This is an optimization exercise on Yosys and OpenROAD, whose aim is small area and a short achievable clock period, not a production implementation.
Power and IR drop assume default switching activity.

==> run a <==
## core_pipeline
module core_pipeline
    #(
      parameter ADDRESS_SIZE = 10,
      parameter DATA_SIZE = 32
     )
    (
    input wire i_clk,
    input wire i_rst_n,
    input wire i_sys_stop,
    input wire i_sys_start,
    input wire signed [DATA_SIZE - 1:0] i_data,
    input wire [15:0] i_instruction,
    output wire o_read,
    output wire o_write,
    output wire [ADDRESS_SIZE - 1:0] o_address,
    output wire signed [DATA_SIZE - 1:0] o_data,
    output wire [ADDRESS_SIZE - 1:0] o_program_counter
    );
==> module rf_read_port, before the edit <==
module rf_read_port
    #(parameter DATA_SIZE = 32, parameter GATED = 32)
    (
    input wire [8 * DATA_SIZE - 1:0] i_rf,
    input wire [7:0] i_sel,
    input wire i_fwd_res,
    input wire [DATA_SIZE - 1:0] i_wr_result,
    input wire i_fwd_ld,
    input wire [DATA_SIZE - 1:0] i_data,
    input wire i_en,
    output wire [DATA_SIZE - 1:0] o_value,
    output wire [GATED - 1:0] o_gated
    );
    wire [3 * DATA_SIZE - 1:0] t;
    rf_read_terms #(.DATA_SIZE(DATA_SIZE)) TERMS (
        .i_rf(i_rf), .i_sel(i_sel), .i_fwd_res(i_fwd_res), .i_wr_result(i_wr_result), .o_t(t));
    rf_read_final #(.DATA_SIZE(DATA_SIZE), .GATED(GATED)) FINAL (
        .i_t(t), .i_fwd_ld(i_fwd_ld), .i_data(i_data), .i_en(i_en),
        .o_value(o_value), .o_gated(o_gated));
endmodule
==> module rf_read_terms, before the edit <==
module rf_read_terms
    #(parameter DATA_SIZE = 32)
    (
    input wire [8 * DATA_SIZE - 1:0] i_rf,
    input wire [7:0] i_sel,
    input wire i_fwd_res,
    input wire [DATA_SIZE - 1:0] i_wr_result,
    output wire [3 * DATA_SIZE - 1:0] o_t
    );
    wire [DATA_SIZE - 1:0] r0 = i_rf[0 * DATA_SIZE +: DATA_SIZE];
    wire [DATA_SIZE - 1:0] r1 = i_rf[1 * DATA_SIZE +: DATA_SIZE];
    wire [DATA_SIZE - 1:0] r2 = i_rf[2 * DATA_SIZE +: DATA_SIZE];
    wire [DATA_SIZE - 1:0] r3 = i_rf[3 * DATA_SIZE +: DATA_SIZE];
    wire [DATA_SIZE - 1:0] r4 = i_rf[4 * DATA_SIZE +: DATA_SIZE];
    wire [DATA_SIZE - 1:0] r5 = i_rf[5 * DATA_SIZE +: DATA_SIZE];
    wire [DATA_SIZE - 1:0] r6 = i_rf[6 * DATA_SIZE +: DATA_SIZE];
    wire [DATA_SIZE - 1:0] r7 = i_rf[7 * DATA_SIZE +: DATA_SIZE];
    assign o_t[0 * DATA_SIZE +: DATA_SIZE] = ~(({DATA_SIZE{i_sel[0]}} & r0) | ({DATA_SIZE{i_sel[1]}} & r1) |
                                               ({DATA_SIZE{i_sel[2]}} & r2));
    assign o_t[1 * DATA_SIZE +: DATA_SIZE] = ~(({DATA_SIZE{i_sel[3]}} & r3) | ({DATA_SIZE{i_sel[4]}} & r4) |
                                               ({DATA_SIZE{i_sel[5]}} & r5));
    assign o_t[2 * DATA_SIZE +: DATA_SIZE] = ~(({DATA_SIZE{i_sel[6]}} & r6) | ({DATA_SIZE{i_sel[7]}} & r7) |
                                               ({DATA_SIZE{i_fwd_res}} & i_wr_result));
endmodule
==> module rf_read_final, before the edit <==
module rf_read_final
    #(parameter DATA_SIZE = 32, parameter GATED = 32)
    (
    input wire [3 * DATA_SIZE - 1:0] i_t,
    input wire i_fwd_ld,
    input wire [DATA_SIZE - 1:0] i_data,
    input wire i_en,
    output wire [DATA_SIZE - 1:0] o_value,
    output wire [GATED - 1:0] o_gated
    );
    wire [DATA_SIZE - 1:0] d_n = ~({DATA_SIZE{i_fwd_ld}} & i_data);
    wire [DATA_SIZE - 1:0] all_n = i_t[0 * DATA_SIZE +: DATA_SIZE] & i_t[1 * DATA_SIZE +: DATA_SIZE] &
                                   i_t[2 * DATA_SIZE +: DATA_SIZE];
    assign o_value = ~(all_n & d_n);
    assign o_gated = {GATED{i_en}} & o_value[GATED - 1:0];
endmodule
==> flow/config.mk <==
export PLATFORM = sky130hd
export DESIGN_NAME = core_pipeline
export DESIGN_NICKNAME = core_pipeline
export VERILOG_FILES = /design/flow/design.v
export SDC_FILE = /design/flow/constraint.sdc
export NUM_CORES = 4
export LEC_CHECK = 0
export CAP_MARGIN = 20
export CORE_MARGIN = 2
export CORE_UTILIZATION = 55
export PLACE_DENSITY = 0.65
export SETUP_SLACK_MARGIN = 3.6
export SLEW_MARGIN = 20
export SYNTH_HIERARCHICAL = 1
export TNS_END_PERCENT = 0
export BUFFER_PORTS_ARGS = -buffer_cell sky130_fd_sc_hd__buf_4
==> flow/constraint.sdc <==
create_clock -name core_clock -period 7.0 [get_ports {i_clk}]
set_input_delay 1.4000 -clock core_clock [delete_from_list [all_inputs] [get_ports {i_clk}]]
set_output_delay 1.4000 -clock core_clock [all_outputs]
set_load 0.01 [all_outputs]
standard.sh (not shown) runs the stock make flow with config.mk's settings and CLKGATE_MAP_FILE= SYNTH_SCRIPT=/design/flow/synth_recipe.tcl, a recipe that flattens the netlist after the stock synthesis.
==> flow/flow/run.sh <==
#!/bin/bash
# Layout flow: the standard flow (standard.sh, unchanged synthesis),
# with the port buffers made of buf_4 cells instead of the slow delay-cell
# buffers the resizer otherwise picks (and cannot resize away).
set -euo pipefail
echo 'export BUFFER_PORTS_ARGS = -buffer_cell sky130_fd_sc_hd__buf_4' >> config.mk
bash standard.sh > standard_flow.log 2>&1
==> inputs of run b, as changes to run a <==
--- a/flow/design.v
+++ b/flow/design.v
@@ -1,73 +1,24 @@
 `timescale 1ns / 1ps
 module rf_read_port
-    #(parameter DATA_SIZE = 32, parameter GATED = 32)
-    (
-    input wire [8 * DATA_SIZE - 1:0] i_rf,
-    input wire [7:0] i_sel,
-    input wire i_fwd_res,
-    input wire [DATA_SIZE - 1:0] i_wr_result,
-    input wire i_fwd_ld,
-    input wire [DATA_SIZE - 1:0] i_data,
-    input wire i_en,
-    output wire [DATA_SIZE - 1:0] o_value,
-    output wire [GATED - 1:0] o_gated
-    );
-    wire [3 * DATA_SIZE - 1:0] t;
-    rf_read_terms #(.DATA_SIZE(DATA_SIZE)) TERMS (
-        .i_rf(i_rf), .i_sel(i_sel), .i_fwd_res(i_fwd_res), .i_wr_result(i_wr_result), .o_t(t));
-    rf_read_final #(.DATA_SIZE(DATA_SIZE), .GATED(GATED)) FINAL (
-        .i_t(t), .i_fwd_ld(i_fwd_ld), .i_data(i_data), .i_en(i_en),
-        .o_value(o_value), .o_gated(o_gated));
-endmodule
-module rf_read_terms
     #(parameter DATA_SIZE = 32)
     (
     input wire [8 * DATA_SIZE - 1:0] i_rf,
     input wire [7:0] i_sel,
     input wire i_fwd_res,
     input wire [DATA_SIZE - 1:0] i_wr_result,
-    output wire [3 * DATA_SIZE - 1:0] o_t
-    );
-    wire [DATA_SIZE - 1:0] r0 = i_rf[0 * DATA_SIZE +: DATA_SIZE];
-    wire [DATA_SIZE - 1:0] r1 = i_rf[1 * DATA_SIZE +: DATA_SIZE];
-    wire [DATA_SIZE - 1:0] r2 = i_rf[2 * DATA_SIZE +: DATA_SIZE];
-    wire [DATA_SIZE - 1:0] r3 = i_rf[3 * DATA_SIZE +: DATA_SIZE];
-    wire [DATA_SIZE - 1:0] r4 = i_rf[4 * DATA_SIZE +: DATA_SIZE];
-    wire [DATA_SIZE - 1:0] r5 = i_rf[5 * DATA_SIZE +: DATA_SIZE];
-    wire [DATA_SIZE - 1:0] r6 = i_rf[6 * DATA_SIZE +: DATA_SIZE];
-    wire [DATA_SIZE - 1:0] r7 = i_rf[7 * DATA_SIZE +: DATA_SIZE];
-    assign o_t[0 * DATA_SIZE +: DATA_SIZE] = ~(({DATA_SIZE{i_sel[0]}} & r0) | ({DATA_SIZE{i_sel[1]}} & r1) |
-                                               ({DATA_SIZE{i_sel[2]}} & r2));
-    assign o_t[1 * DATA_SIZE +: DATA_SIZE] = ~(({DATA_SIZE{i_sel[3]}} & r3) | ({DATA_SIZE{i_sel[4]}} & r4) |
-                                               ({DATA_SIZE{i_sel[5]}} & r5));
-    assign o_t[2 * DATA_SIZE +: DATA_SIZE] = ~(({DATA_SIZE{i_sel[6]}} & r6) | ({DATA_SIZE{i_sel[7]}} & r7) |
-                                               ({DATA_SIZE{i_fwd_res}} & i_wr_result));
-endmodule
-module rf_read_final
-    #(parameter DATA_SIZE = 32, parameter GATED = 32)
-    (
-    input wire [3 * DATA_SIZE - 1:0] i_t,
     input wire i_fwd_ld,
     input wire [DATA_SIZE - 1:0] i_data,
-    input wire i_en,
-    output wire [DATA_SIZE - 1:0] o_value,
-    output wire [GATED - 1:0] o_gated
-    );
-    wire [DATA_SIZE - 1:0] d_n = ~({DATA_SIZE{i_fwd_ld}} & i_data);
-    wire [DATA_SIZE - 1:0] all_n = i_t[0 * DATA_SIZE +: DATA_SIZE] & i_t[1 * DATA_SIZE +: DATA_SIZE] &
-                                   i_t[2 * DATA_SIZE +: DATA_SIZE];
-    assign o_value = ~(all_n & d_n);
-    assign o_gated = {GATED{i_en}} & o_value[GATED - 1:0];
-endmodule
-module zero_detect
-    #(parameter DATA_SIZE = 32)
-    (
-    input wire [DATA_SIZE - 1:0] i_x,
-    output wire o_zero
+    output reg [DATA_SIZE - 1:0] o_value
     );
-    assign o_zero = ~|i_x;
+    integer k;
+    always @(*)
+    begin
+        o_value = ({DATA_SIZE{i_fwd_res}} & i_wr_result) | ({DATA_SIZE{i_fwd_ld}} & i_data);
+        for (k = 0; k < 8; k = k + 1)
+            o_value = o_value | ({DATA_SIZE{i_sel[k]}} & i_rf[k * DATA_SIZE +: DATA_SIZE]);
+    end
 endmodule
 module add_unit
     #(parameter DATA_SIZE = 32)
     (
     input wire [DATA_SIZE - 1:0] i_q,
@@ -254,72 +205,33 @@
     input wire i_left,
     input wire i_arith,
     output wire [DATA_SIZE - 1:0] o_value,
     output wire o_fill
     );
+    function [DATA_SIZE - 1:0] rev;
+        input [DATA_SIZE - 1:0] x;
+        integer k;
+        begin
+            for (k = 0; k < DATA_SIZE; k = k + 1)
+                rev[k] = x[DATA_SIZE - 1 - k];
+        end
+    endfunction
     assign o_fill = i_arith & i_q[DATA_SIZE - 1];
+    wire [DATA_SIZE - 1:0] sh_in = i_left ? rev(i_q) : i_q;
     wire [3:0] a = 4'b0001 << i_n[1:0];
     wire [3:0] b = 4'b0001 << i_n[3:2];
+    wire [DATA_SIZE + 2:0] x0 = {{3{o_fill}}, sh_in};
     wire [DATA_SIZE - 1:0] x1, x2;
-    shift_step_a #(.DATA_SIZE(DATA_SIZE)) STEP_A (
-        .i_x(i_q), .i_fill(o_fill), .i_sel_r(a & {4{~i_left}}), .i_sel_l(a & {4{i_left}}), .o_y(x1));
-    shift_step_b #(.DATA_SIZE(DATA_SIZE)) STEP_B (
-        .i_x(x1), .i_fill(o_fill), .i_sel(b), .o_y(x2));
-    shift_step_c #(.DATA_SIZE(DATA_SIZE)) STEP_C (
-        .i_x(x2), .i_fill(o_fill), .i_n4(i_n[4]), .o_y(o_value));
-endmodule
-module shift_step_a
-    #(parameter DATA_SIZE = 32)
-    (
-    input wire [DATA_SIZE - 1:0] i_x,
-    input wire i_fill,
-    input wire [3:0] i_sel_r,
-    input wire [3:0] i_sel_l,
-    output reg [DATA_SIZE - 1:0] o_y
-    );
-    integer i, k;
-    always @(*)
-    begin
-        for (i = 0; i < DATA_SIZE; i = i + 1)
-        begin
-            o_y[i] = 1'b0;
-            for (k = 0; k < 4; k = k + 1)
-                if (i + k < DATA_SIZE)
-                    o_y[i] = o_y[i] | (i_sel_r[k] & i_x[i + k]) | (i_sel_l[k] & i_x[DATA_SIZE - 1 - i - k]);
-                else
-                    o_y[i] = o_y[i] | (i_sel_r[k] & i_fill);
+    wire [DATA_SIZE + 11:0] x1e = {{12{o_fill}}, x1};
+    genvar i;
+    generate
+        for (i = 0; i < DATA_SIZE; i = i + 1) begin : bitx
+            assign x1[i] = (a[0] & x0[i]) | (a[1] & x0[i + 1]) | (a[2] & x0[i + 2]) | (a[3] & x0[i + 3]);
+            assign x2[i] = (b[0] & x1e[i]) | (b[1] & x1e[i + 4]) | (b[2] & x1e[i + 8]) | (b[3] & x1e[i + 12]);
         end
-    end
-endmodule
-module shift_step_b
-    #(parameter DATA_SIZE = 32)
-    (
-    input wire [DATA_SIZE - 1:0] i_x,
-    input wire i_fill,
-    input wire [3:0] i_sel,
-    output reg [DATA_SIZE - 1:0] o_y
-    );
-    integer i, k;
-    always @(*)
-    begin
-        for (i = 0; i < DATA_SIZE; i = i + 1)
-        begin
-            o_y[i] = 1'b0;
-            for (k = 0; k < 4; k = k + 1)
-                o_y[i] = o_y[i] | (i_sel[k] & ((i + 4 * k < DATA_SIZE) ? i_x[i + 4 * k] : i_fill));
-        end
-    end
-endmodule
-module shift_step_c
-    #(parameter DATA_SIZE = 32)
-    (
-    input wire [DATA_SIZE - 1:0] i_x,
-    input wire i_fill,
-    input wire i_n4,
-    output wire [DATA_SIZE - 1:0] o_y
-    );
-    assign o_y = i_n4 ? {{(DATA_SIZE / 2){i_fill}}, i_x[DATA_SIZE - 1:DATA_SIZE / 2]} : i_x;
+    endgenerate
+    assign o_value = i_n[4] ? {{16{o_fill}}, x2[DATA_SIZE - 1:16]} : x2;
 endmodule
 `timescale 1ns / 1ps
 module core_pipeline
     #(
       parameter ADDRESS_SIZE = 10,
@@ -396,18 +308,16 @@
         end
     end
     wire [8 * DATA_SIZE - 1:0] rf_flat = {r_rf[7], r_rf[6], r_rf[5], r_rf[4],
                                           r_rf[3], r_rf[2], r_rf[1], r_rf[0]};
     wire [DATA_SIZE - 1:0] op_p, op_q;
-    wire [DATA_SIZE - 1:0] w_data_out;
-    wire [ADDRESS_SIZE - 1:0] w_address_out;
-    rf_read_port #(.DATA_SIZE(DATA_SIZE), .GATED(DATA_SIZE)) READ_P (
+    rf_read_port #(.DATA_SIZE(DATA_SIZE)) READ_P (
         .i_rf(rf_flat), .i_sel(r_sel_p), .i_fwd_res(r_fwd_p_res), .i_wr_result(r_wr_result),
-        .i_fwd_ld(r_fwd_p_ld), .i_data(i_data), .i_en(i_store), .o_value(op_p), .o_gated(w_data_out));
-    rf_read_port #(.DATA_SIZE(DATA_SIZE), .GATED(ADDRESS_SIZE)) READ_Q (
+        .i_fwd_ld(r_fwd_p_ld), .i_data(i_data), .o_value(op_p));
+    rf_read_port #(.DATA_SIZE(DATA_SIZE)) READ_Q (
         .i_rf(rf_flat), .i_sel(r_sel_q), .i_fwd_res(r_fwd_q_res), .i_wr_result(r_wr_result),
-        .i_fwd_ld(r_fwd_q_ld), .i_data(i_data), .i_en(i_load | i_store), .o_value(op_q), .o_gated(w_address_out));
+        .i_fwd_ld(r_fwd_q_ld), .i_data(i_data), .o_value(op_q));
     wire [DATA_SIZE - 1:0] w_wr_value = r_wr_load ? i_data : r_wr_result;
     wire sub = ~ir[13] & ir[12];
     wire [DATA_SIZE - 1:0] sum, g0, p0, n0;
     add_unit #(.DATA_SIZE(DATA_SIZE)) ADDER (
         .i_q(op_q), .i_p(op_p), .i_sub(sub),
@@ -438,22 +348,20 @@
         ({DATA_SIZE{lg_a}} & g0) | ({DATA_SIZE{lg_x}} & p0) | ({DATA_SIZE{lg_n}} & n0) |
         (s_shr_v & sh_r) | ({DATA_SIZE{s_shl}} & rev(sh_r)) |
         {{(DATA_SIZE - 8){s_fill}}, {8{s_fill}} | ({8{i_loadc}} & ir[7:0])};
     assign o_read = i_load;
     assign o_write = i_store;
-    assign o_address = w_address_out;   
-    assign o_data = w_data_out;         
-    wire q_zero;
-    zero_detect #(.DATA_SIZE(DATA_SIZE)) Q_ZERO (.i_x(op_q), .o_zero(q_zero));
+    assign o_address = (i_load | i_store) ? op_q[ADDRESS_SIZE - 1:0] : {ADDRESS_SIZE{1'b0}};
+    assign o_data = i_store ? op_p : {DATA_SIZE{1'b0}};
     reg cond;
     always @(*)
     begin
         case (ir[11:9])
             3'd0: cond = op_q[DATA_SIZE - 1];
             3'd1: cond = ~op_q[DATA_SIZE - 1];
-            3'd2: cond = q_zero;
-            3'd3: cond = ~q_zero;
+            3'd2: cond = op_q == 0;
+            3'd3: cond = op_q != 0;
             default: cond = 1'b0;
         endcase
     end
     wire take = g_ctrl & (~ir[12] | cond);
     wire [ADDRESS_SIZE - 1:0] target = ir[13] ? op_p[ADDRESS_SIZE - 1:0] :
SETUP_SLACK_MARGIN = 4.0   (was 3.6)
==> inputs of run c, as changes to run a <==
--- a/flow/design.v
+++ b/flow/design.v
@@ -7,58 +7,20 @@
     input wire i_fwd_res,
     input wire [DATA_SIZE - 1:0] i_wr_result,
     input wire i_fwd_ld,
     input wire [DATA_SIZE - 1:0] i_data,
     input wire i_en,
-    output wire [DATA_SIZE - 1:0] o_value,
+    output reg [DATA_SIZE - 1:0] o_value,
     output wire [GATED - 1:0] o_gated
     );
-    wire [3 * DATA_SIZE - 1:0] t;
-    rf_read_terms #(.DATA_SIZE(DATA_SIZE)) TERMS (
-        .i_rf(i_rf), .i_sel(i_sel), .i_fwd_res(i_fwd_res), .i_wr_result(i_wr_result), .o_t(t));
-    rf_read_final #(.DATA_SIZE(DATA_SIZE), .GATED(GATED)) FINAL (
-        .i_t(t), .i_fwd_ld(i_fwd_ld), .i_data(i_data), .i_en(i_en),
-        .o_value(o_value), .o_gated(o_gated));
-endmodule
-module rf_read_terms
-    #(parameter DATA_SIZE = 32)
-    (
-    input wire [8 * DATA_SIZE - 1:0] i_rf,
-    input wire [7:0] i_sel,
-    input wire i_fwd_res,
-    input wire [DATA_SIZE - 1:0] i_wr_result,
-    output wire [3 * DATA_SIZE - 1:0] o_t
-    );
-    wire [DATA_SIZE - 1:0] r0 = i_rf[0 * DATA_SIZE +: DATA_SIZE];
-    wire [DATA_SIZE - 1:0] r1 = i_rf[1 * DATA_SIZE +: DATA_SIZE];
-    wire [DATA_SIZE - 1:0] r2 = i_rf[2 * DATA_SIZE +: DATA_SIZE];
-    wire [DATA_SIZE - 1:0] r3 = i_rf[3 * DATA_SIZE +: DATA_SIZE];
-    wire [DATA_SIZE - 1:0] r4 = i_rf[4 * DATA_SIZE +: DATA_SIZE];
-    wire [DATA_SIZE - 1:0] r5 = i_rf[5 * DATA_SIZE +: DATA_SIZE];
-    wire [DATA_SIZE - 1:0] r6 = i_rf[6 * DATA_SIZE +: DATA_SIZE];
-    wire [DATA_SIZE - 1:0] r7 = i_rf[7 * DATA_SIZE +: DATA_SIZE];
-    assign o_t[0 * DATA_SIZE +: DATA_SIZE] = ~(({DATA_SIZE{i_sel[0]}} & r0) | ({DATA_SIZE{i_sel[1]}} & r1) |
-                                               ({DATA_SIZE{i_sel[2]}} & r2));
-    assign o_t[1 * DATA_SIZE +: DATA_SIZE] = ~(({DATA_SIZE{i_sel[3]}} & r3) | ({DATA_SIZE{i_sel[4]}} & r4) |
-                                               ({DATA_SIZE{i_sel[5]}} & r5));
-    assign o_t[2 * DATA_SIZE +: DATA_SIZE] = ~(({DATA_SIZE{i_sel[6]}} & r6) | ({DATA_SIZE{i_sel[7]}} & r7) |
-                                               ({DATA_SIZE{i_fwd_res}} & i_wr_result));
-endmodule
-module rf_read_final
-    #(parameter DATA_SIZE = 32, parameter GATED = 32)
-    (
-    input wire [3 * DATA_SIZE - 1:0] i_t,
-    input wire i_fwd_ld,
-    input wire [DATA_SIZE - 1:0] i_data,
-    input wire i_en,
-    output wire [DATA_SIZE - 1:0] o_value,
-    output wire [GATED - 1:0] o_gated
-    );
-    wire [DATA_SIZE - 1:0] d_n = ~({DATA_SIZE{i_fwd_ld}} & i_data);
-    wire [DATA_SIZE - 1:0] all_n = i_t[0 * DATA_SIZE +: DATA_SIZE] & i_t[1 * DATA_SIZE +: DATA_SIZE] &
-                                   i_t[2 * DATA_SIZE +: DATA_SIZE];
-    assign o_value = ~(all_n & d_n);
+    integer k;
+    always @(*)
+    begin
+        o_value = ({DATA_SIZE{i_fwd_res}} & i_wr_result) | ({DATA_SIZE{i_fwd_ld}} & i_data);
+        for (k = 0; k < 8; k = k + 1)
+            o_value = o_value | ({DATA_SIZE{i_sel[k]}} & i_rf[k * DATA_SIZE +: DATA_SIZE]);
+    end
     assign o_gated = {GATED{i_en}} & o_value[GATED - 1:0];
 endmodule
 module zero_detect
     #(parameter DATA_SIZE = 32)
     (
==> comparison table <==
quantity	run c	run b	run a
Overall track demand over capacity in global routing	0.430	0.429	0.433
Worst reg2reg startpoint	r_sel_p[5]$_DFFE_PN_	r_sel_q[3]$_DFFE_PN_	r_sel_q[1]$_DFFE_PN_
Net Sw Frac	0.464	0.434	0.456
Mapped Area	23800 sq um	23000 sq um	23300 sq um
Cell Rows	76	74	75
Global placement routability congestion	0.985	0.993	1.04
Die boundary height	212 um	209 um	210 um
Power per Cell Area	488 nW/um^2	435 nW/um^2	500 nW/um^2
Most frequent standard cell in the layout excluding fill and tap cells	a22oi_1	dfrtp_1	nand2_1
Worst Setup Start Kind	primary input	primary input	register
Share of the final layout cell area in multi-input gates	0.503	0.491	0.475
Run status	timing/DRC/antenna clean	timing/DRC/antenna clean	timing/DRC/antenna clean
Average wire per standard cell	29.2 um	30.2 um	29.7 um
Crit Path Class	primary input to register	primary input to register	register to register
Share of the clock period used by the worst path after layout	0.589	0.576	0.570
CTS-repair resized insts	77	59	114
Power spent charging and discharging nets	6.27 mW	5.09 mW	6.40 mW
Pre-CTS WS	1.61 ns	1.94 ns	2.02 ns
Count of clock buffers in the final design	60	54	62
Finished layout cell area	27700 sq um	27000 sq um	28100 sq um
Clock buffers created by TritonCTS	41	42	40
Maximum achievable frequency	243 MHz	248 MHz	251 MHz
Data-path buffer share of cell area in the final layout	0.0808	0.0802	0.114
Number of global-route vias before repair	22800	21700	22900
Placed insts	3159	2975	3031
No run of this note included a check of the RTL's function; only the layout flow was run.

-- afterwards: timing with drivers on the ports --
The flow's constraints put no driver on any port. The routed layouts listed below were extracted and timed again, unchanged, in two steps. Step 1 sets driving cells, clkbuf_16 on the clock port and buf_2 on the other inputs (assumed; they add their load-dependent delay and slew). Step 2, shift: input delay + t, output delay - t, t = (earliest + latest rising clock arrival at the registers) / 2. This alone moves slack from input paths to output paths. a / b / c = ideal / step 1 / step 2; a / b = the first two.
| run | t (ns) | setup WS [ns] | hold slack, ns | worst setup path after step 2 | worst data-port slew with drivers (ns) |
|---|---|---|---|---|---|
| run a | 0.639 | 3.010 / 3.010 / 2.672 | 0.458 / 0.458 / 0.458 | input to register | 0.09 |
| run b | 0.645 | 2.969 / 2.971 / 2.329 | 0.457 / 0.457 / 0.457 | input to register | 0.09 |
| run c | 0.634 | 2.877 / 2.890 / 2.256 | 0.489 / 0.489 / 0.489 | input to register | 0.15 |
After both steps setup and hold are still met in every run listed. For run b, which loses most, drivers alone change the setup slack by +0.002 ns; drivers and shift together by -0.640 ns.
